Context: an optimization exercise on an open-source flow, tuned for small area and a short achievable clock period. The choices shown serve that exercise and are no tape-out recipe.
No functional check of the RTL was part of any run shown here.
Power is estimated from default activity; no workload was simulated.

[design/flow/flow/run.sh]
#!/bin/bash
# Standard ORFS flow (the standard.sh), with the port buffers made of
# sky130_fd_sc_hd__buf_2 instead of buffer_ports' default cell.
set -o pipefail
export BUFFER_PORTS_ARGS="-buffer_cell sky130_fd_sc_hd__buf_2"
bash standard.sh finish 2>&1 | tee standard_flow.log
[design/flow/standard.sh]
#!/bin/bash
# synth_recipe.tcl (not shown) runs the flow's synth.tcl, then flattens the netlist and writes it again
# the make line also repeats each setting of config.mk as NAME=value (left out here)
make -C /OpenROAD-flow-scripts/flow DESIGN_CONFIG=/design/flow/config.mk WORK_HOME=/design/flow/orfs CLKGATE_MAP_FILE= SYNTH_SCRIPT=/design/flow/synth_recipe.tcl "${@:-finish}"
[design/flow/config.mk]
export PLATFORM = sky130hd
export DESIGN_NAME = mac
export DESIGN_NICKNAME = mac
export VERILOG_FILES = /design/flow/design.v
export SDC_FILE = /design/flow/constraint.sdc
export NUM_CORES = 4
export LEC_CHECK = 0
export CAP_MARGIN = 20
export CORE_MARGIN = 2
export CORE_UTILIZATION = 60
export SETUP_SLACK_MARGIN = 1.5
export SLEW_MARGIN = 20
export SYNTH_HIERARCHICAL = 1
[design/flow/constraint.sdc]
create_clock -name core_clock -period 6.5 [get_ports {clk}]
set_input_delay 1.3000 -clock core_clock [delete_from_list [all_inputs] [get_ports {clk}]]
set_output_delay 1.3000 -clock core_clock [all_outputs]
set_load 0.01 [all_outputs]
[design/flow/design.v]
module mac_fa(input a, input b, input c, output s, output co);
  assign s = a ^ b ^ c;
  assign co = (a & b) | (a & c) | (b & c);
endmodule
module mac_x3(input a, input b, input c, output s);
  assign s = a ^ b ^ c;
endmodule
module mac_mj(input a, input b, input c, output co);
  assign co = (a & b) | (a & c) | (b & c);
endmodule
module mac_xor(input a, input b, output s);
  assign s = a ^ b;
endmodule
module mac(A, B, C, D, clk, reset, Acc);
  input [7:0] A, B, C, D;
  input clk, reset;
  output [31:0] Acc;
  reg [31:0] R;
  reg [1:0] V;
  reg [8:0] W;
  wire p_A0B0 = ~(A[0] & B[0]);
  wire p_A0B1 = ~(A[0] & B[1]);
  wire p_A0B2 = ~(A[0] & B[2]);
  wire p_A0B3 = ~(A[0] & B[3]);
  wire p_A0B4 = ~(A[0] & B[4]);
  wire p_A0B5 = ~(A[0] & B[5]);
  wire p_A0B6 = ~(A[0] & B[6]);
  wire p_A0B7 = ~(A[0] & B[7]);
  wire p_A1B0 = ~(A[1] & B[0]);
  wire p_A1B1 = ~(A[1] & B[1]);
  wire p_A1B2 = ~(A[1] & B[2]);
  wire p_A1B3 = ~(A[1] & B[3]);
  wire p_A1B4 = ~(A[1] & B[4]);
  wire p_A1B5 = ~(A[1] & B[5]);
  wire p_A1B6 = ~(A[1] & B[6]);
  wire p_A1B7 = ~(A[1] & B[7]);
  wire p_A2B0 = ~(A[2] & B[0]);
  wire p_A2B1 = ~(A[2] & B[1]);
  wire p_A2B2 = ~(A[2] & B[2]);
  wire p_A2B3 = ~(A[2] & B[3]);
  wire p_A2B4 = ~(A[2] & B[4]);
  wire p_A2B5 = ~(A[2] & B[5]);
  wire p_A2B6 = ~(A[2] & B[6]);
  wire p_A2B7 = ~(A[2] & B[7]);
  wire p_A3B0 = ~(A[3] & B[0]);
  wire p_A3B1 = ~(A[3] & B[1]);
  wire p_A3B2 = ~(A[3] & B[2]);
  wire p_A3B3 = ~(A[3] & B[3]);
  wire p_A3B4 = ~(A[3] & B[4]);
  wire p_A3B5 = ~(A[3] & B[5]);
  wire p_A3B6 = ~(A[3] & B[6]);
  wire p_A3B7 = ~(A[3] & B[7]);
  wire p_A4B0 = ~(A[4] & B[0]);
  wire p_A4B1 = ~(A[4] & B[1]);
  wire p_A4B2 = ~(A[4] & B[2]);
  wire p_A4B3 = ~(A[4] & B[3]);
  wire p_A4B4 = ~(A[4] & B[4]);
  wire p_A4B5 = ~(A[4] & B[5]);
  wire p_A4B6 = ~(A[4] & B[6]);
  wire p_A4B7 = ~(A[4] & B[7]);
  wire p_A5B0 = ~(A[5] & B[0]);
  wire p_A5B1 = ~(A[5] & B[1]);
  wire p_A5B2 = ~(A[5] & B[2]);
  wire p_A5B3 = ~(A[5] & B[3]);
  wire p_A5B4 = ~(A[5] & B[4]);
  wire p_A5B5 = ~(A[5] & B[5]);
  wire p_A5B6 = ~(A[5] & B[6]);
  wire p_A5B7 = ~(A[5] & B[7]);
  wire p_A6B0 = ~(A[6] & B[0]);
  wire p_A6B1 = ~(A[6] & B[1]);
  wire p_A6B2 = ~(A[6] & B[2]);
  wire p_A6B3 = ~(A[6] & B[3]);
  wire p_A6B4 = ~(A[6] & B[4]);
  wire p_A6B5 = ~(A[6] & B[5]);
  wire p_A6B6 = ~(A[6] & B[6]);
  wire p_A6B7 = ~(A[6] & B[7]);
  wire p_A7B0 = ~(A[7] & B[0]);
  wire p_A7B1 = ~(A[7] & B[1]);
  wire p_A7B2 = ~(A[7] & B[2]);
  wire p_A7B3 = ~(A[7] & B[3]);
  wire p_A7B4 = ~(A[7] & B[4]);
  wire p_A7B5 = ~(A[7] & B[5]);
  wire p_A7B6 = ~(A[7] & B[6]);
  wire p_A7B7 = ~(A[7] & B[7]);
  wire p_C0D0 = ~(C[0] & D[0]);
  wire p_C0D1 = ~(C[0] & D[1]);
  wire p_C0D2 = ~(C[0] & D[2]);
  wire p_C0D3 = ~(C[0] & D[3]);
  wire p_C0D4 = ~(C[0] & D[4]);
  wire p_C0D5 = ~(C[0] & D[5]);
  wire p_C0D6 = ~(C[0] & D[6]);
  wire p_C0D7 = ~(C[0] & D[7]);
  wire p_C1D0 = ~(C[1] & D[0]);
  wire p_C1D1 = ~(C[1] & D[1]);
  wire p_C1D2 = ~(C[1] & D[2]);
  wire p_C1D3 = ~(C[1] & D[3]);
  wire p_C1D4 = ~(C[1] & D[4]);
  wire p_C1D5 = ~(C[1] & D[5]);
  wire p_C1D6 = ~(C[1] & D[6]);
  wire p_C1D7 = ~(C[1] & D[7]);
  wire p_C2D0 = ~(C[2] & D[0]);
  wire p_C2D1 = ~(C[2] & D[1]);
  wire p_C2D2 = ~(C[2] & D[2]);
  wire p_C2D3 = ~(C[2] & D[3]);
  wire p_C2D4 = ~(C[2] & D[4]);
  wire p_C2D5 = ~(C[2] & D[5]);
  wire p_C2D6 = ~(C[2] & D[6]);
  wire p_C2D7 = ~(C[2] & D[7]);
  wire p_C3D0 = ~(C[3] & D[0]);
  wire p_C3D1 = ~(C[3] & D[1]);
  wire p_C3D2 = ~(C[3] & D[2]);
  wire p_C3D3 = ~(C[3] & D[3]);
  wire p_C3D4 = ~(C[3] & D[4]);
  wire p_C3D5 = ~(C[3] & D[5]);
  wire p_C3D6 = ~(C[3] & D[6]);
  wire p_C3D7 = ~(C[3] & D[7]);
  wire p_C4D0 = ~(C[4] & D[0]);
  wire p_C4D1 = ~(C[4] & D[1]);
  wire p_C4D2 = ~(C[4] & D[2]);
  wire p_C4D3 = ~(C[4] & D[3]);
  wire p_C4D4 = ~(C[4] & D[4]);
  wire p_C4D5 = ~(C[4] & D[5]);
  wire p_C4D6 = ~(C[4] & D[6]);
  wire p_C4D7 = ~(C[4] & D[7]);
  wire p_C5D0 = ~(C[5] & D[0]);
  wire p_C5D1 = ~(C[5] & D[1]);
  wire p_C5D2 = ~(C[5] & D[2]);
  wire p_C5D3 = ~(C[5] & D[3]);
  wire p_C5D4 = ~(C[5] & D[4]);
  wire p_C5D5 = ~(C[5] & D[5]);
  wire p_C5D6 = ~(C[5] & D[6]);
  wire p_C5D7 = ~(C[5] & D[7]);
  wire p_C6D0 = ~(C[6] & D[0]);
  wire p_C6D1 = ~(C[6] & D[1]);
  wire p_C6D2 = ~(C[6] & D[2]);
  wire p_C6D3 = ~(C[6] & D[3]);
  wire p_C6D4 = ~(C[6] & D[4]);
  wire p_C6D5 = ~(C[6] & D[5]);
  wire p_C6D6 = ~(C[6] & D[6]);
  wire p_C6D7 = ~(C[6] & D[7]);
  wire p_C7D0 = ~(C[7] & D[0]);
  wire p_C7D1 = ~(C[7] & D[1]);
  wire p_C7D2 = ~(C[7] & D[2]);
  wire p_C7D3 = ~(C[7] & D[3]);
  wire p_C7D4 = ~(C[7] & D[4]);
  wire p_C7D5 = ~(C[7] & D[5]);
  wire p_C7D6 = ~(C[7] & D[6]);
  wire p_C7D7 = ~(C[7] & D[7]);
  wire s0, c0;
  wire s1, c1;
  wire s2, c2;
  wire s3, c3;
  wire s4, c4;
  wire s5, c5;
  wire s6, c6;
  wire s7, c7;
  wire s8, c8;
  wire s9, c9;
  wire s10, c10;
  wire s11, c11;
  wire s12, c12;
  wire s13, c13;
  wire s14, c14;
  wire s15, c15;
  wire s16, c16;
  wire s17, c17;
  wire s18, c18;
  wire s19, c19;
  wire s20, c20;
  wire s21, c21;
  wire s22, c22;
  wire s23, c23;
  wire s24, c24;
  wire s25, c25;
  wire s26, c26;
  wire s27, c27;
  wire s28, c28;
  wire s29, c29;
  wire s30, c30;
  wire s31, c31;
  wire s32, c32;
  wire s33, c33;
  wire s34, c34;
  wire s35, c35;
  wire s36, c36;
  wire s37, c37;
  wire s38, c38;
  wire s39, c39;
  wire s40, c40;
  wire s41, c41;
  wire s42, c42;
  wire s43, c43;
  wire s44, c44;
  wire s45, c45;
  wire s46, c46;
  wire s47, c47;
  wire s48, c48;
  wire s49, c49;
  wire s50, c50;
  wire s51, c51;
  wire s52, c52;
  wire s53, c53;
  wire s54, c54;
  wire s55, c55;
  wire s56, c56;
  wire s57, c57;
  wire s58, c58;
  wire s59, c59;
  wire s60, c60;
  wire s61, c61;
  wire s62, c62;
  wire s63, c63;
  wire s64, c64;
  wire s65, c65;
  wire s66, c66;
  wire s67, c67;
  wire s68, c68;
  wire s69, c69;
  wire s70, c70;
  wire s71, c71;
  wire s72, c72;
  wire s73, c73;
  wire s74, c74;
  wire s75, c75;
  wire s76, c76;
  wire s77, c77;
  wire s78, c78;
  wire s79, c79;
  wire s80, c80;
  wire s81, c81;
  wire s82, c82;
  wire s83, c83;
  wire s84, c84;
  wire s85, c85;
  wire s86, c86;
  wire s87, c87;
  wire s88, c88;
  wire s89, c89;
  wire s90, c90;
  wire s91, c91;
  wire s92, c92;
  wire s93, c93;
  wire s94, c94;
  wire s95, c95;
  wire s96, c96;
  wire s97, c97;
  wire s98, c98;
  wire s99, c99;
  wire s100, c100;
  wire s101, c101;
  wire s102, c102;
  wire s103, c103;
  wire s104, c104;
  wire s105, c105;
  wire s106, c106;
  wire s107, c107;
  wire s108, c108;
  wire s109, c109;
  wire s110, c110;
  wire s111, c111;
  wire s112, c112;
  wire s113, c113;
  wire s114, c114;
  wire s115, c115;
  wire s116, c116;
  wire s117, c117;
  wire s118, c118;
  wire s119, c119;
  wire s120, c120;
  wire s121, c121;
  wire s122, c122;
  wire s123, c123;
  wire s124, c124;
  wire s125, c125;
  wire s126, c126;
  wire s127, c127;
  wire s128, c128;
  wire s129, c129;
  wire s130, c130;
  wire [31:0] x = {R[31], R[30], R[29], R[28], R[27], R[26], R[25], R[24], R[23], R[22], R[21], R[20], R[19], R[18], ~R[17], s130, s129, s127, s123, s117, s109, c87, c73, s72, c43, s43, ~s30, s20, s12, s6, ~s1, (C[0] & D[0])};
  wire [31:0] y = {1'b0, 1'b0, 1'b0, 1'b0, 1'b0, 1'b0, 1'b0, 1'b0, 1'b0, 1'b0, 1'b0, V[1], 1'b0, 1'b0, c130, ~c129, c127, c123, c117, c109, c99, s99, s87, s73, s58, 1'b0, ~s29, ~s19, ~s11, ~s5, ~s2, s0};
  mac_xor u_s0 (R[0], p_A0B0, s0);
  assign c0 = ~R[0] & (A[0] & B[0]);
  mac_fa u_s1 (R[1], p_A0B1, p_A1B0, s1, c1);
  mac_fa u_s2 (p_C0D1, p_C1D0, ~c0, s2, c2);
  mac_fa u_s3 (R[2], p_A0B2, p_A1B1, s3, c3);
  mac_fa u_s4 (p_A2B0, p_C0D2, p_C1D1, s4, c4);
  mac_fa u_s5 (p_C2D0, c1, s3, s5, c5);
  mac_xor u_s6 (s4, c2, s6);
  assign c6 = ~s4 & ~c2;
  mac_fa u_s7 (R[3], p_A0B3, p_A1B2, s7, c7);
  mac_fa u_s8 (p_A2B1, p_A3B0, p_C0D3, s8, c8);
  mac_fa u_s9 (p_C1D2, p_C2D1, p_C3D0, s9, c9);
  mac_fa u_s10 (c3, c4, s7, s10, c10);
  mac_fa u_s11 (s8, s9, ~c6, s11, c11);
  mac_xor u_s12 (c5, s10, s12);
  assign c12 = ~c5 & ~s10;
  mac_fa u_s13 (R[4], p_A0B4, p_A1B3, s13, c13);
  mac_fa u_s14 (p_A2B2, p_A3B1, p_A4B0, s14, c14);
  mac_fa u_s15 (p_C0D4, p_C1D3, p_C2D2, s15, c15);
  mac_fa u_s16 (p_C3D1, p_C4D0, c7, s16, c16);
  mac_fa u_s17 (c8, c9, s13, s17, c17);
  mac_fa u_s18 (s14, s15, s16, s18, c18);
  mac_fa u_s19 (c10, s17, ~c12, s19, c19);
  mac_xor u_s20 (c11, s18, s20);
  assign c20 = ~c11 & ~s18;
  mac_fa u_s21 (R[5], p_A0B5, p_A1B4, s21, c21);
  mac_fa u_s22 (p_A2B3, p_A3B2, p_A4B1, s22, c22);
  mac_fa u_s23 (p_A5B0, p_C0D5, p_C1D4, s23, c23);
  mac_fa u_s24 (p_C2D3, p_C3D2, p_C4D1, s24, c24);
  mac_fa u_s25 (p_C5D0, c13, c14, s25, c25);
  mac_fa u_s26 (c15, s21, s22, s26, c26);
  mac_fa u_s27 (s23, s24, c16, s27, c27);
  mac_fa u_s28 (c17, s25, s26, s28, c28);
  mac_fa u_s29 (s27, c18, s28, s29, c29);
  mac_xor u_s30 (c20, c19, s30);
  assign c30 = c20 & ~c19;
  mac_fa u_s31 (R[6], V[0], (A[0] & B[6]), s31, c31);
  mac_fa u_s32 (p_A1B5, p_A2B4, p_A3B3, s32, c32);
  mac_fa u_s33 (p_A4B2, p_A5B1, p_A6B0, s33, c33);
  mac_fa u_s34 (p_C0D6, p_C1D5, p_C2D4, s34, c34);
  mac_fa u_s35 (p_C3D3, p_C4D2, p_C5D1, s35, c35);
  mac_fa u_s36 (p_C6D0, c21, c22, s36, c36);
  mac_fa u_s37 (c23, c24, ~s31, s37, c37);
  mac_fa u_s38 (s32, s33, s34, s38, c38);
  mac_fa u_s39 (s35, c25, s36, s39, c39);
  mac_fa u_s40 (c26, s37, s38, s40, c40);
  mac_fa u_s41 (c27, s39, c28, s41, c41);
  mac_fa u_s42 (s40, ~c30, c29, s42, c42);
  mac_xor u_s43 (s41, s42, s43);
  assign c43 = ~s41 & ~s42;
  mac_fa u_s44 (R[7], W[0], (A[0] & B[7]), s44, c44);
  mac_fa u_s45 (p_A1B6, p_A2B5, p_A3B4, s45, c45);
  mac_fa u_s46 (p_A4B3, p_A5B2, p_A6B1, s46, c46);
  mac_fa u_s47 (p_A7B0, p_C0D7, p_C1D6, s47, c47);
  mac_fa u_s48 (p_C2D5, p_C3D4, p_C4D3, s48, c48);
  mac_fa u_s49 (p_C5D2, p_C6D1, p_C7D0, s49, c49);
  mac_fa u_s50 (c32, c33, c34, s50, c50);
  mac_fa u_s51 (c31, ~c35, s44, s51, c51);
  mac_fa u_s52 (s45, s46, s47, s52, c52);
  mac_x3 u_s53 (s48, s49, c36, s53);
  mac_mj u_c53 (s48, s49, c36, c53);
  mac_x3 u_s54 (c38, s50, c37, s54);
  mac_mj u_c54 (c38, s50, c37, c54);
  mac_fa u_s55 (s52, ~s51, s53, s55, c55);
  mac_x3 u_s56 (c39, s54, c40, s56);
  mac_mj u_c56 (c39, s54, c40, c56);
  mac_fa u_s57 (s55, s56, c41, s57, c57);
  mac_xor u_s58 (c42, s57, s58);
  assign c58 = ~c42 & ~s57;
  mac_fa u_s59 (R[8], W[1], p_A1B7, s59, c59);
  mac_fa u_s60 (p_A2B6, p_A3B5, p_A4B4, s60, c60);
  mac_fa u_s61 (p_A5B3, p_A6B2, p_A7B1, s61, c61);
  mac_fa u_s62 (p_C1D7, p_C2D6, p_C3D5, s62, c62);
  mac_fa u_s63 (p_C4D4, p_C5D3, p_C6D2, s63, c63);
  mac_fa u_s64 (p_C7D1, c45, c46, s64, c64);
  mac_fa u_s65 (c47, c48, c49, s65, c65);
  mac_fa u_s66 (s59, s60, ~c44, s66, c66);
  mac_fa u_s67 (s61, s62, s63, s67, c67);
  mac_fa u_s68 (c50, s64, ~c51, s68, c68);
  mac_fa u_s69 (c52, s65, s66, s69, c69);
  mac_fa u_s70 (s67, c53, c54, s70, c70);
  mac_fa u_s71 (s68, s69, c55, s71, c71);
  mac_fa u_s72 (s70, c56, s71, s72, c72);
  mac_xor u_s73 (c57, c58, s73);
  assign c73 = ~c57 & c58;
  mac_fa u_s74 (R[9], W[2], (A[2] & B[7]), s74, c74);
  mac_fa u_s75 (p_A3B6, p_A4B5, p_A5B4, s75, c75);
  mac_fa u_s76 (p_A6B3, p_A7B2, p_C2D7, s76, c76);
  mac_fa u_s77 (p_C3D6, p_C4D5, p_C5D4, s77, c77);
  mac_fa u_s78 (p_C6D3, p_C7D2, c59, s78, c78);
  mac_fa u_s79 (c60, c61, c62, s79, c79);
  mac_fa u_s80 (c63, s75, ~s74, s80, c80);
  mac_fa u_s81 (s76, s77, s78, s81, c81);
  mac_fa u_s82 (c64, c65, c66, s82, c82);
  mac_fa u_s83 (c67, s79, s80, s83, c83);
  mac_fa u_s84 (s81, s82, c68, s84, c84);
  mac_x3 u_s85 (c69, s83, c70, s85);
  mac_mj u_c85 (c69, s83, c70, c85);
  mac_x3 u_s86 (s84, c71, s85, s86);
  mac_mj u_c86 (s84, c71, s85, c86);
  mac_xor u_s87 (c72, s86, s87);
  assign c87 = ~c72 & ~s86;
  mac_fa u_s88 (W[3], ~R[10], p_A3B7, s88, c88);
  mac_fa u_s89 (p_A4B6, p_A5B5, p_A6B4, s89, c89);
  mac_fa u_s90 (p_A7B3, p_C3D7, p_C4D6, s90, c90);
  mac_fa u_s91 (p_C5D5, p_C6D4, p_C7D3, s91, c91);
  mac_x3 u_s92 (c75, c76, c77, s92);
  mac_mj u_c92 (c75, c76, c77, c92);
  mac_fa u_s93 (s88, s89, ~c74, s93, c93);
  mac_fa u_s94 (s90, s91, c78, s94, c94);
  mac_x3 u_s95 (s92, c79, c80, s95);
  mac_mj u_c95 (s92, c79, c80, c95);
  mac_fa u_s96 (s93, c81, s94, s96, c96);
  mac_fa u_s97 (s95, c82, c83, s97, c97);
  mac_x3 u_s98 (s96, c84, s97, s98);
  mac_mj u_c98 (s96, c84, s97, c98);
  mac_x3 u_s99 (c85, s98, c86, s99);
  mac_mj u_c99 (c85, s98, c86, c99);
  mac_fa u_s100 (R[11], W[4], p_A4B7, s100, c100);
  mac_fa u_s101 (p_A5B6, p_A6B5, p_A7B4, s101, c101);
  mac_fa u_s102 (p_C4D7, p_C5D6, p_C6D5, s102, c102);
  mac_fa u_s103 (p_C7D4, c88, c89, s103, c103);
  mac_fa u_s104 (c90, c91, s100, s104, c104);
  mac_fa u_s105 (s101, s102, c92, s105, c105);
  mac_fa u_s106 (s103, c93, s104, s106, c106);
  mac_fa u_s107 (s105, c94, c95, s107, c107);
  mac_fa u_s108 (s106, c96, s107, s108, c108);
  mac_x3 u_s109 (c97, s108, c98, s109);
  mac_mj u_c109 (c97, s108, c98, c109);
  mac_fa u_s110 (R[12], W[5], p_A5B7, s110, c110);
  mac_fa u_s111 (p_A6B6, p_A7B5, p_C5D7, s111, c111);
  mac_fa u_s112 (p_C6D6, p_C7D5, c100, s112, c112);
  mac_fa u_s113 (c101, c102, s110, s113, c113);
  mac_fa u_s114 (s111, c103, s112, s114, c114);
  mac_fa u_s115 (c104, s113, c105, s115, c115);
  mac_fa u_s116 (s114, c106, s115, s116, c116);
  mac_fa u_s117 (c107, s116, c108, s117, c117);
  mac_fa u_s118 (R[13], W[6], p_A6B7, s118, c118);
  mac_fa u_s119 (p_A7B6, p_C6D7, p_C7D6, s119, c119);
  mac_fa u_s120 (c110, c111, s118, s120, c120);
  mac_fa u_s121 (s119, c112, c113, s121, c121);
  mac_fa u_s122 (s120, c114, s121, s122, c122);
  mac_fa u_s123 (c115, s122, c116, s123, c123);
  mac_fa u_s124 (R[14], W[7], p_A7B7, s124, c124);
  mac_fa u_s125 (p_C7D7, c118, c119, s125, c125);
  mac_fa u_s126 (s124, c120, s125, s126, c126);
  mac_fa u_s127 (c121, s126, c122, s127, c127);
  mac_fa u_s128 (R[15], W[8], c124, s128, c128);
  mac_fa u_s129 (c125, s128, c126, s129, c129);
  mac_xor u_s130 (R[16], c128, s130);
  assign c130 = ~R[16] & ~c128;
  wire [6:0] blk0 = x[5:0] + y[5:0];
  wire [4:0] blk2 = x[19:16] + y[19:16];
  wire [12:0] blk3 = x[31:20] + y[31:20];
  wire [31:0] z = {1'b0, 1'b0, 1'b0, 1'b0, 1'b0, 1'b0, 1'b0, 1'b0, 1'b0, 1'b0, 1'b0, V[1], 1'b0, 1'b0, 1'b0, 1'b0, ~W[8], ~W[7], ~W[6], ~W[5], ~W[4], ~W[3], W[2], ~W[1], W[0], V[0], 1'b0, 1'b0, 1'b0, 1'b0, 1'b0, 1'b0};
  assign Acc = (R ^ 32'h0003f93f) + z;
  always @(posedge clk, negedge reset)
    if (reset == 0) begin
      R <= 32'h0003f93f;
      V <= 2'd0;
      W <= 9'h1fa;
    end else begin
      R <= {blk3[11], blk3[10], blk3[9], blk3[8], blk3[7], blk3[6], blk3[5], blk3[4], blk3[3], blk3[2], blk3[1], blk3[0], blk2[3], blk2[2], ~blk2[1], ~blk2[0], x[15], x[14], x[13], x[12], x[11], x[10], x[9], x[8], x[7], x[6], ~blk0[5], ~blk0[4], ~blk0[3], ~blk0[2], ~blk0[1], ~blk0[0]};
      V <= {blk2[4], blk0[6]};
      W <= {y[15], y[14], y[13], y[12], y[11], y[10], y[9], y[8], y[7]};
    end
endmodule
==> impl_metrics.py, run 1 <==
metrics = {
    "cells_and_area": {
        "layout.nets": 766,
        "nFillCells": 753,
        "syn_to_final_growth_pct": 8.07,
        "fin_util": 0.674,
        "multiInputGateArea_um2": 4410,
        "fin_cells": 728,
        "drive_above_1_share": 0.192,
        "diodes": 0,
        "ff_latch_area_um2": 1100,
    },
    "clocking": {
        "cts-root-buf": "clkbuf_8",
        "cts_buffers": 5,
        "hold_buffers": 0,
        "cts_tree": "built",
        "cts_resized": 0,
        "cts_num_sinks": 43,
        "htree_levels": 2,
        "cts_setup_buffers": 0,
        "clk_latency_ps": 310,
        "clkTransAtPathRegs_ps": 100,
        "cts_buffer_depth": 2,
    },
    "sta": {
        "fin_crit_sh": 0.646,
        "hold_viol_final": 0,
        "tightest_slew_ps": 583,
        "fmax_mhz": 238,
        "skew_ps": 16.3,
        "min_period_ps": 4200,
        "slew_headroom": 0.612,
        "worst_slack_ps": 2300,
        "fin_setup_tns_ps": 0,
        "setup_violations": 0,
        "rsz0062_at_grt": "false",
        "report.final.slew_viol_count": 0,
    },
    "synth": {
        "ys_warn_count": 7,
        "syn_area_per_cell_um2": 10.5,
        "ys_types": 42,
        "ys_seq_area_frac": 0.190,
        "synth_commonest_cells": "nand2_1 (141), fa_1 (114), inv_1 (48)",
        "synth_top_cell_area_share": 0.393,
        "syn_area_um2": 5810,
        "ys_top_cells_by_area": "fa_1 (39%), dfstp_2 (9.5%), dfrtp_1 (9.5%), nand2_1 (9.1%), ha_1 (4.3%)",
        "synth_ff_type": "dfrtp_1",
        "synthMostInstantiatedCell": "nand2_1",
        "synth-edff-count": 0,
        "syn_inst": 556,
        "syn_nets": 724,
        "synth-async-reset-ratio": 1.00,
        "synth_area_leader_cell": "fa_1",
        "ys_ff_latch": 43,
    },
    "detailed_routing": {
        "wl_um": 13400,
        "wl_per_cell_um": 18.3,
        "vias": 3992,
        "first_pass_iters": 4,
        "drc": 0,
        "drt_iter0_drc": 168,
        "viasPerCell": 5.48,
        "ant_nets": 0,
    },
    "placed_design": {
        "dpl.hpwl_um": 11300,
        "placed_cells": 720,
        "place_ws_ps": 1990,
        "place_congestion": 0.878,
        "portBuffers": 65,
    },
    "floorplan": {
        "dieArea_um2": 10500,
        "rows": 35,
        "ios": 66,
        "core_um2": 9330,
        "start_util": 0.623,
        "fp.dieH_um": 102,
        "fp.dieW_um": 102,
    },
    "power": {
        "p_leak_nw": 2.79,
        "irDropWorstVdd_uv": 439,
        "p_per_area_nw_per_um2": 633,
        "power_w": 0.00398,
    },
    "critical_path": {
        "path_class": "primary input to flop",
        "arrival_ps": 4420,
        "start_kind": "primary input",
        "slowest_delay_ps": 550,
        "crit_chain": "buf_2, nand2_1, fa_1, maj3_2, fa_1, fa_1, fa_1, xor3_1",
        "worstPathMaxFanout": 8,
        "crit_family": "adder cells",
        "worst_setup_path_end_kind": "flop",
        "r2r_start": "R[3]",
        "cp_slowest_cell": "fa_1",
        "worstPathRequired_ps": 6720,
        "cp_common_cell": "fa_1",
        "startpoint": "D[6]",
        "cp_num_buf_inv": 1,
    },
    "min_path": {
        "worst_hold_path_type": "flop to flop",
        "min_from": "R[31]",
    },
    "grt": {
        "grt_pass1_wl_um": 22500,
        "grt_remaining_overflow": 0,
        "grt_usage": 0.288,
        "antenna_found_initial": 0,
        "grt_max_degree": 44,
        "grt_pass1_vias": 4340,
    },
    "run": {
        "drv_cap": 0,
    },
    "run_status": {
        "status": "no timing/DRC/antenna violations",
    },
}
[Yosys stat by module (local to each module, per instance)]
| module | flops+latches | times used |
|---|---|---|
| mac | 43 | 1 |
| mac_x3 | 0 | 10 |
| mac_xor | 0 | 10 |
| mac_mj | 0 | 10 |
| mac_fa | 0 | 111 |
[cell families after synthesis]
family | synth area share
AOI/OAI and AO/OA | 0.0486
DFF | 0.190
adders and majority gates | 0.455
and+or+nand+nor | 0.139
buffers and inverters | 0.0512
xor gates and xnor gates | 0.116
[metrics by stage]
| stage | hold slack (ps) | cell area (µm²) |
|---|---|---|
| floorplan | 461 | 5810 |
| global placement | 475 | 6190 |
| detailed placement | 496 | 6190 |
| CTS | 512 | 6280 |
| global route | 537 | 6280 |
| finish | 508 | 6280 |
[layout make-up]
type | instances | share of cell area
clock buffers | 5 | 0.0110
clock inverters | 3 | 0.00378
inverters | 48 | 0.0287
multi-input cells | 434 | 0.702
flip-flops and latches | 43 | 0.175
well taps | 129 | 0.0257
repair buffers | 66 | 0.0530
[where the power goes]
part / total (W) / switching (W) / internal (W)
sequential: 0.000616 / 0.000112 / 0.000504
clock: 0.000181 / 0.000104 / 0.0000770
combinational: 0.00318 / 0.00157 / 0.00160
total: 0.00398 / 0.00179 / 0.00219
[layout by cell type, fill, tap and decap left out, types with 6 or more instances in the layout]
cell and count:
a21o_1 6, buf_2 65, dfrtp_1 22, xnor2_1 26
nand2_1 141, fa_1 114, dfstp_2 21, inv_1 48
xor3_1 10, a21oi_1 14, maj3_2 10, ha_1 20
xor2_1 24, nor2_1 20
[layer usage]
metal / global-route usage / vias up / part of all wire
met3: 0.0643 / 15 / 0.074
met1: 0.409 / 2037 / 0.43
li1: - / 1795 / -
met2: 0.464 / 145 / 0.48
met4: 0.0605 / 0 / 0.014
met5: 0 / - / 0
[flip-flops by register name, indices dropped and copies added (netlist names)]
| name | flops |
|---|---|
| W | 9 |
| V | 2 |
| R | 32 |
[final timing paths]
| check | endpoint | slack, ps | cells after the start |
|---|---|---|---|
| worst min-delay path | R[31] | 510 | 1 |
| max in group asynchronous | R[27] | 5020 | 2 |
| worst max-delay path | R[11] | 2300 | 8 |
| worst min register to register | R[31] | 510 | 1 |
| worst max register to register | W[1] | 3160 | 8 |
| min in group asynchronous | R[23] | 1080 | 2 |
==> inputs of run 2 (changes only) <==
--- a/design/flow/design.v
+++ b/design/flow/design.v
@@ -306,11 +306,13 @@
   assign c20 = ~c11 & ~s18;
   mac_fa u_s21 (R[5], p_A0B5, p_A1B4, s21, c21);
-  mac_fa u_s22 (p_A2B3, p_A3B2, p_A4B1, s22, c22);
+  mac_x3 u_s22 (p_A2B3, p_A3B2, p_A4B1, s22);
+  mac_mj u_c22 (p_A2B3, p_A3B2, p_A4B1, c22);
   mac_fa u_s23 (p_A5B0, p_C0D5, p_C1D4, s23, c23);
   mac_fa u_s24 (p_C2D3, p_C3D2, p_C4D1, s24, c24);
   mac_fa u_s25 (p_C5D0, c13, c14, s25, c25);
-  mac_fa u_s26 (c15, s21, s22, s26, c26);
+  mac_fa u_s26 (s22, c15, s21, s26, c26);
   mac_fa u_s27 (s23, s24, c16, s27, c27);
-  mac_fa u_s28 (c17, s25, s26, s28, c28);
+  mac_x3 u_s28 (c17, s25, s26, s28);
+  mac_mj u_c28 (c17, s25, s26, c28);
   mac_fa u_s29 (s27, c18, s28, s29, c29);
   mac_xor u_s30 (c20, c19, s30);
@@ -321,11 +323,12 @@
   mac_fa u_s34 (p_C0D6, p_C1D5, p_C2D4, s34, c34);
   mac_fa u_s35 (p_C3D3, p_C4D2, p_C5D1, s35, c35);
-  mac_fa u_s36 (p_C6D0, c21, c22, s36, c36);
+  mac_fa u_s36 (p_C6D0, c22, c21, s36, c36);
   mac_fa u_s37 (c23, c24, ~s31, s37, c37);
   mac_fa u_s38 (s32, s33, s34, s38, c38);
   mac_fa u_s39 (s35, c25, s36, s39, c39);
   mac_fa u_s40 (c26, s37, s38, s40, c40);
-  mac_fa u_s41 (c27, s39, c28, s41, c41);
-  mac_fa u_s42 (s40, ~c30, c29, s42, c42);
+  mac_fa u_s41 (c27, c28, s39, s41, c41);
+  mac_x3 u_s42 (s40, c29, ~c30, s42);
+  mac_mj u_c42 (s40, c29, ~c30, c42);
   mac_xor u_s43 (s41, s42, s43);
   assign c43 = ~s41 & ~s42;
@@ -346,5 +349,6 @@
   mac_x3 u_s56 (c39, s54, c40, s56);
   mac_mj u_c56 (c39, s54, c40, c56);
-  mac_fa u_s57 (s55, s56, c41, s57, c57);
+  mac_x3 u_s57 (s55, s56, c41, s57);
+  mac_mj u_c57 (s55, s56, c41, c57);
   mac_xor u_s58 (c42, s57, s58);
   assign c58 = ~c42 & ~s57;
@@ -360,6 +364,8 @@
   mac_fa u_s68 (c50, s64, ~c51, s68, c68);
   mac_fa u_s69 (c52, s65, s66, s69, c69);
-  mac_fa u_s70 (s67, c53, c54, s70, c70);
-  mac_fa u_s71 (s68, s69, c55, s71, c71);
+  mac_x3 u_s70 (s67, c53, c54, s70);
+  mac_mj u_c70 (s67, c53, c54, c70);
+  mac_x3 u_s71 (s68, s69, c55, s71);
+  mac_mj u_c71 (s68, s69, c55, c71);
   mac_fa u_s72 (s70, c56, s71, s72, c72);
   mac_xor u_s73 (c57, c58, s73);
@@ -373,11 +379,12 @@
   mac_fa u_s80 (c63, s75, ~s74, s80, c80);
   mac_fa u_s81 (s76, s77, s78, s81, c81);
-  mac_fa u_s82 (c64, c65, c66, s82, c82);
+  mac_x3 u_s82 (c64, c65, c66, s82);
+  mac_mj u_c82 (c64, c65, c66, c82);
   mac_fa u_s83 (c67, s79, s80, s83, c83);
-  mac_fa u_s84 (s81, s82, c68, s84, c84);
+  mac_fa u_s84 (s82, s81, c68, s84, c84);
   mac_x3 u_s85 (c69, s83, c70, s85);
   mac_mj u_c85 (c69, s83, c70, c85);
-  mac_x3 u_s86 (s84, c71, s85, s86);
-  mac_mj u_c86 (s84, c71, s85, c86);
+  mac_x3 u_s86 (c71, s84, s85, s86);
+  mac_mj u_c86 (c71, s84, s85, c86);
   mac_xor u_s87 (c72, s86, s87);
   assign c87 = ~c72 & ~s86;
@@ -393,7 +400,8 @@
   mac_mj u_c95 (s92, c79, c80, c95);
   mac_fa u_s96 (s93, c81, s94, s96, c96);
-  mac_fa u_s97 (s95, c82, c83, s97, c97);
-  mac_x3 u_s98 (s96, c84, s97, s98);
-  mac_mj u_c98 (s96, c84, s97, c98);
+  mac_x3 u_s97 (c82, s95, c83, s97);
+  mac_mj u_c97 (c82, s95, c83, c97);
+  mac_x3 u_s98 (s97, s96, c84, s98);
+  mac_mj u_c98 (s97, s96, c84, c98);
   mac_x3 u_s99 (c85, s98, c86, s99);
   mac_mj u_c99 (c85, s98, c86, c99);
@@ -406,5 +414,6 @@
   mac_fa u_s106 (s103, c93, s104, s106, c106);
   mac_fa u_s107 (s105, c94, c95, s107, c107);
-  mac_fa u_s108 (s106, c96, s107, s108, c108);
+  mac_x3 u_s108 (s106, c96, s107, s108);
+  mac_mj u_c108 (s106, c96, s107, c108);
   mac_x3 u_s109 (c97, s108, c98, s109);
   mac_mj u_c109 (c97, s108, c98, c109);
@@ -416,5 +425,6 @@
   mac_fa u_s115 (c104, s113, c105, s115, c115);
   mac_fa u_s116 (s114, c106, s115, s116, c116);
-  mac_fa u_s117 (c107, s116, c108, s117, c117);
+  mac_x3 u_s117 (c107, s116, c108, s117);
+  mac_mj u_c117 (c107, s116, c108, c117);
   mac_fa u_s118 (R[13], W[6], p_A6B7, s118, c118);
   mac_fa u_s119 (p_A7B6, p_C6D7, p_C7D6, s119, c119);
==> impl_metrics.py, run 2 <==
metrics = {
    "min_path": {
        "worstHoldPathCells": 1,
        "worst_hold_path_type": "flop to flop",
    },
    "power": {
        "p_per_area_nw_per_um2": 650,
        "irDropWorstVdd_uv": 470,
        "power_w": 0.00418,
        "p_leak_nw": 2.93,
    },
    "cells_and_area": {
        "diodes": 0,
        "drive_above_1_share": 0.202,
        "layout.nets": 765,
        "final_cell_mix": "nand2_1 (141), fa_1 (104), buf_2 (64)",
        "top_register": "R",
        "largest_reg_flops": 32,
        "syn_to_final_growth_pct": 7.74,
        "top_regs": "R: 32 flops, W: 9 flops, V: 2 flops",
        "final_common_cell": "nand2_1",
    },
    "grt": {
        "use_met1": 0.393,
        "antenna_found_initial": 0,
        "use_met2": 0.440,
        "use_met3": 0.0673,
        "grt_most_used_layer": "met2",
        "grt_usage": 0.278,
        "grt_pass1_wl_um": 23300,
        "grt_remaining_overflow": 0,
        "grt_max_degree": 44,
        "grt_pass1_vias": 4530,
    },
    "synth": {
        "syn_nets": 724,
        "synth_top_family_by_area": "adder cells",
        "syn_area_per_cell_um2": 10.5,
        "ys_top_cells_by_area": "fa_1 (35%), dfstp_2 (9.3%), dfrtp_1 (9.2%), nand2_1 (8.9%), xor3_1 (8.0%)",
        "synthSimpleGateAreaFrac": 0.136,
        "ys_seq_area_frac": 0.185,
        "syn_inst": 566,
        "synth-compound-area-share": 0.0474,
        "synth_area_leader_cell": "fa_1",
        "synth-edff-count": 0,
        "ys_ff_latch": 43,
        "synthMuxAreaShare": 0,
        "synth_commonest_cells": "nand2_1 (141), fa_1 (104), inv_1 (48)",
        "synth_top_cell_area_share": 0.349,
        "synth-async-reset-ratio": 1.00,
        "synthMostInstantiatedCell": "nand2_1",
        "ys_warn_count": 7,
        "syn_area_um2": 5960,
        "ys_types": 42,
        "synthAdderAreaFrac": 0.429,
        "synth_xor_area_frac": 0.153,
        "synth_ff_type": "dfrtp_1",
    },
    "sta": {
        "slew_headroom": 0.610,
        "rsz0062_at_grt": "false",
        "fmax_mhz": 236,
        "setup_violations": 0,
        "fin_setup_tns_ps": 0,
        "hold_viol_final": 0,
        "skew_ps": 12.0,
        "min_period_ps": 4230,
        "fin_crit_sh": 0.651,
        "report.final.slew_viol_count": 0,
        "worst_slack_ps": 2270,
        "holdWs_ps": 502,
        "tightest_slew_ps": 586,
    },
    "critical_path": {
        "worstPathMaxFanout": 8,
        "cp_slowest_cell": "fa_1",
        "crit_chain": "buf_2, nand2_1, fa_1, fa_1, fa_1, xor3_1, maj3_2, maj3_2",
        "path_class": "primary input to flop",
        "arrival_ps": 4460,
        "worst_setup_path_end_kind": "flop",
        "slowest_delay_ps": 600,
        "cp_common_cell": "fa_1",
        "start_kind": "primary input",
        "worstPathRequired_ps": 6730,
        "reg2regPathDepth": 7,
    },
    "run_status": {
        "status": "no timing/DRC/antenna violations",
    },
    "detailed_routing": {
        "drt_iter0_drc": 180,
        "wl_per_cell_um": 18.4,
        "vias": 4077,
        "ant_nets": 0,
        "drc": 0,
        "viasPerCell": 5.50,
        "wl_um": 13600,
        "first_pass_iters": 4,
    },
    "clocking": {
        "cts_resized": 0,
        "cts-root-buf": "clkbuf_8",
        "cts_setup_buffers": 0,
        "cts_buffer_depth": 2,
        "cts_buffers": 5,
        "clkTransAtPathRegs_ps": 90,
        "htree_levels": 2,
        "hold_buffers": 0,
        "clk_latency_ps": 300,
        "cts_num_sinks": 43,
        "cts_tree": "built",
    },
    "placed_design": {
        "portBuffers": 65,
        "dpl.hpwl_um": 11100,
        "place_ws_ps": 2010,
        "place_congestion": 0.892,
    },
    "floorplan": {
        "core_um2": 9730,
        "fp.dieH_um": 104,
        "dieArea_um2": 10800,
        "ios": 66,
        "fp.dieW_um": 104,
        "rows": 36,
        "start_util": 0.613,
    },
    "run": {
        "drv_cap": 0,
    },
}
-- run 2: changes by cell type in the layout (fill, tap and decap cells not counted) --
cell / change
maj3_2: +10
buf_2: -1
clkinv_2: +1
clkbuf_1: +1
xor3_1: +10
fa_1: -10
clkinvlp_4: -1
inv_6: -1
-- run 2: final timing paths --
path                            endpoint  slack, ps  start
worst max-delay path                W[4]       2270   A[5]
worst min register to register     R[31]        500  R[31]
max in group asynchronous          R[30]       5110  reset
worst max register to register      W[4]       3200   R[9]
min in group asynchronous           W[0]       1000  reset
worst min-delay path               R[31]        500  R[31]
-- run 2: stage by stage --
step                instances  cell area (µm²)  utilization
floorplan                 566             5960            -
global placement          733             6340        0.651
detailed placement        733             6340        0.651
CTS                       741             6420        0.660
global route              741             6420        0.660
finish                    741             6420        0.660
-- run 2: cell type report --
cell class,count,area [µm²]
Inverter,48,180
Timing Repair Buffer,65,328
Sequential cell,43,1100
Tap cell,133,166
Clock buffer,6,72.6
Clock inverter,2,12.5
Fill cell,803,3300
Multi-Input combinational cell,444,4560
-- run 2: logic make-up (layout without fill, tap and decap cells) --
kind of cell,Yosys count,in the layout
and+or+nand+nor,192,192
adders and majority gates,144,144
buffers and inverters,79,121
xor gates and xnor gates,70,70
DFF,43,43
AOI/OAI and AO/OA,38,38
-- run 2: critical path: cells and delay by family --
family	cells	cell delay (ps)
fa+ha+maj	5	2300
xor+xnor	1	480
buf+inv	1	260
simple gates	1	130
-- run 2: Yosys stat by module (local to each module, per instance) --
module	cells	flip-flops and latches
mac_mj	1	0
mac_x3	1	0
mac	415	43
mac_xor	1	0
mac_fa	1	0
-- run 2: power by group --
group	internal, W	switching [W]
logic	0.00182	0.00157
registers	0.000503	0.000110
clock network	0.0000754	0.000100
total	0.00240	0.00178
-- run 2: metal layers --
metal | part of all wire | vias up
met4 | 0.018 | 0
met3 | 0.084 | 22
met2 | 0.46 | 163
met5 | 0 | -
li1 | - | 1849
met1 | 0.43 | 2043

==> static timing again, ports no longer ideal <==
The results above use ideal ports. As a check the final layouts listed here were re-extracted and re-timed, cells and wires unchanged.
Step 1: set_driving_cell puts a clkbuf_16 on clk and a buf_2 on each other input, an assumption about the parent block.
Step 2 also shifts input and output timing later by t, the mid clock arrival at the registers, as if the neighbouring blocks saw the same clock.
Slacks: ideal ports / drivers / drivers and shift; pairs: ideal ports / drivers.
run | t (ns) | setup slack, ns | worst setup path at the end | clock arrival spread, ns
run 1 | 0.332 | 2.304 / 2.313 / 1.982 | input to register | 0.017 / 0.017
run 2 | 0.331 | 2.269 / 2.256 / 1.925 | input to register | 0.013 / 0.012
After both steps setup and hold are still met in every run listed. The setup slack of run 2, which loses most, moves by -0.013 ns with the drivers and by -0.344 ns with both steps.
